This design comes from an exercise in tuning for small area on the open sky130 flow, not from production work.
The RTL was checked by simulation tests, not by an equivalence proof against the original design.

Design AudioEffects, start of the top module:
module AudioEffects(
input AUD_BCLK,
input rst,
input sw1,
input sw2,
input sw3,
input sw4,
input sw5,
input AUD_ADCDAT,
input AUD_ADCLRCK,
input AUD_DACLRCK,
output AUD_DACDAT
);
wire [15:0] adcL, adcR;
wire dacLoad;
wire phase;         
wire dacBit;
AudioADC myADC(
.AUD_BCLK(AUD_BCLK),
.rst(rst),
.AUD_ADCLRCK(AUD_ADCLRCK),
.AUD_ADCDAT(AUD_ADCDAT),
.dataL(adcL),
.dataR(adcR)
);
reg [143:0] lineL;
reg [143:0] lineR;
reg shiftR;
always @(posedge AUD_BCLK)
begin
	shiftR <= AUD_DACLRCK;
	if (AUD_DACLRCK == 1)
		lineL <= {lineL[127:0], adcL};
	if (shiftR == 1)
		lineR <= {lineR[127:0], adcR};
end
reg [3:0] selD;
always @(posedge AUD_BCLK)
	selD <= {sw5, sw4, sw3, sw2};
wire [3:0] sel = phase ? selD : {sw5, sw4, sw3, sw2};
wire [143:0] x = phase ? lineR : lineL;
wire [15:0] dflt = phase ? adcR : adcL;
wire [15:0] half;
FxCore core(.x(x), .dflt(dflt),
	.lpf(sel == 4'b1000), .hpf(sel == 4'b0100), .comb(sel == 4'b0010), .mavg(sel == 4'b0001),
	.y(half));
AudioDAC myDAC(
.AUD_BCLK(AUD_BCLK),
.rst(rst),
.AUD_DACLRCK(AUD_DACLRCK),
.half(half),
.load(dacLoad),
.loadLo(phase),
.AUD_DACDAT(dacBit)
);
assign AUD_DACDAT = sw1 & dacBit;
endmodule
==> flow/config.mk <==
export PLATFORM = sky130hd
export DESIGN_NAME = AudioEffects
export DESIGN_NICKNAME = AudioEffects
export VERILOG_FILES = /design/flow/design.v
export SDC_FILE = /design/flow/constraint.sdc
export NUM_CORES = 4
export LEC_CHECK = 0
export ABC_AREA = 1
export CAP_MARGIN = 20
export CORE_MARGIN = 2
export CORE_UTILIZATION = 40
export CTS_BUF_LIST = sky130_fd_sc_hd__clkbuf_16
export CTS_CLUSTER_DIAMETER = 100
export CTS_CLUSTER_SIZE = 24
export GPL_TIMING_DRIVEN = 0
export SLEW_MARGIN = 20
==> flow/constraint.sdc <==
create_clock -name core_clock -period 10.0 [get_ports {AUD_BCLK}]
set_input_delay 2.0000 -clock core_clock [delete_from_list [all_inputs] [get_ports {AUD_BCLK}]]
set_output_delay 2.0000 -clock core_clock [all_outputs]
set_load 0.01 [all_outputs]
standard.sh (not shown) runs the stock make flow with config.mk's settings and CLKGATE_MAP_FILE= SYNTH_SCRIPT=/design/flow/synth_recipe.tcl, a recipe that flattens the netlist after the stock synthesis.
==> flow/flow/run.sh <==
#!/bin/bash
# Own layout flow: the standard flow (standard.sh) with three changes.
#  - Synthesis is synth_recipe.tcl unchanged except that its ABC call (the
#    mapping of the logic between the registers to cells, after the
#    registers are mapped) uses the area-oriented script abc_amap.script.
#  - The clock tree is built without dummy loads, from clusters of up to
#    24 sinks.
#  - The ports are buffered with buf_1 cells.
# standard.sh's output goes to standard.log, each ORFS step's to orfs/logs.
set -euo pipefail
here=$(pwd)
{
  echo 'proc abc {args} {'
  echo '  set i [lsearch $args -script]'
  echo "  if {\$i >= 0} { lset args [expr {\$i + 1}] $here/flow/abc_amap.script }"
  echo '  yosys abc {*}$args'
  echo '}'
  cat synth_recipe.tcl
} > flow/area_synth.tcl
grep -q 'SYNTH_SCRIPT=' standard.sh
sed "s#SYNTH_SCRIPT=[^ ]*#SYNTH_SCRIPT=$here/flow/area_synth.tcl#" standard.sh > flow/standard_area.sh
export CTS_ARGS="-sink_clustering_enable -repair_clock_nets -sink_clustering_size 24 -sink_clustering_max_diameter 100 -buf_list sky130_fd_sc_hd__clkbuf_16 -dont_use_dummy_load"
export BUFFER_PORTS_ARGS="-buffer_cell sky130_fd_sc_hd__buf_1"
bash flow/standard_area.sh > standard.log 2>&1
==> flow/flow/abc_amap.script <==
strash
dch
amap
topo
==> flow/flow/area_synth.tcl <==
proc abc {args} {
  set i [lsearch $args -script]
  if {$i >= 0} { lset args [expr {$i + 1}] /design/flow/flow/abc_amap.script }
  yosys abc {*}$args
}
proc synth {args} { yosys synth -nofsm -noshare {*}$args }
source $::env(SCRIPTS_DIR)/synth.tcl
# left out here: clear keep_hierarchy, flatten, clean up, hide names made inside functions, write 1_2_yosys.v
==> flow/flow/standard_area.sh <==
#!/bin/bash
# The standard flow's own layout of this design, on the ORFS make targets given (by default finish). After
# finish it leaves the final layout's DEF at /design/flow/out/final.def.
set -euo pipefail
make -C /OpenROAD-flow-scripts/flow DESIGN_CONFIG=/design/flow/config.mk WORK_HOME=/design/flow/orfs CLKGATE_MAP_FILE= SYNTH_SCRIPT=/design/flow/flow/area_synth.tcl ABC_AREA=1 CAP_MARGIN=20 CORE_MARGIN=2 CORE_UTILIZATION=40 CTS_BUF_LIST=sky130_fd_sc_hd__clkbuf_16 CTS_CLUSTER_DIAMETER=100 CTS_CLUSTER_SIZE=24 GPL_TIMING_DRIVEN=0 SLEW_MARGIN=20 "${@:-finish}"
if [[ -f /design/flow/orfs/results/sky130hd/AudioEffects/base/6_final.odb ]]; then
  : # left out here: write the final layout as DEF
fi
Edit:
==> flow/run.sh (new file) <==
#!/bin/bash
# synth_recipe.tcl (not shown) runs the flow's synth.tcl, then flattens the netlist and writes it again
# the make line also repeats each setting of config.mk as NAME=value (left out here)
make -C /OpenROAD-flow-scripts/flow DESIGN_CONFIG=/design/flow/config.mk WORK_HOME=/design/flow/orfs CLKGATE_MAP_FILE= SYNTH_SCRIPT=/design/flow/synth_recipe.tcl finish
--- a/flow/config.mk
+++ b/flow/config.mk
@@ -12,5 +12,4 @@
 export CTS_BUF_LIST = sky130_fd_sc_hd__clkbuf_16
-export CTS_CLUSTER_DIAMETER = 100
-export CTS_CLUSTER_SIZE = 24
-export GPL_TIMING_DRIVEN = 0
+export CTS_CLUSTER_DIAMETER = 110
+export CTS_CLUSTER_SIZE = 30
 export SLEW_MARGIN = 20
removed: flow/flow/run.sh
removed: flow/flow/abc_amap.script
removed: flow/flow/area_synth.tcl
removed: flow/flow/standard_area.sh
removed: flow/standard.sh
Result: Routed wire length stays flat. Hold slack hardly moves. Sequential share of layout area falls by 0.52 points. Cell count rises by 15%.

port drivers added, routing unchanged:
The results above use ideal ports. As a check the final layouts listed here were re-extracted and re-timed, cells and wires unchanged.
Step 1 sets driving cells, clkbuf_16 on the clock port and buf_2 on the other inputs (assumed; they add their load-dependent delay and slew).
Step 2 moves the port delays by t, midway between the first and last clock arrival at a register: inputs arrive t later, outputs are due t later. That takes back most of the time a late clock gives input paths.
Three values: no drivers, after step 1, after step 2; two values: the first two.
| run | t, ns | setup WS [ns] | worst setup path after step 2 |
|---|---|---|---|
| the first run | 0.588 | 0.226 / 0.257 / -0.331 | input to register |
| the second run | 0.591 | 1.026 / 1.055 / 0.464 | input to register |
With both steps, setup timing fails in the first run, where it was met with ideal ports. For the second run, which loses most, drivers alone change the setup slack by +0.029 ns; drivers and shift together by -0.562 ns.
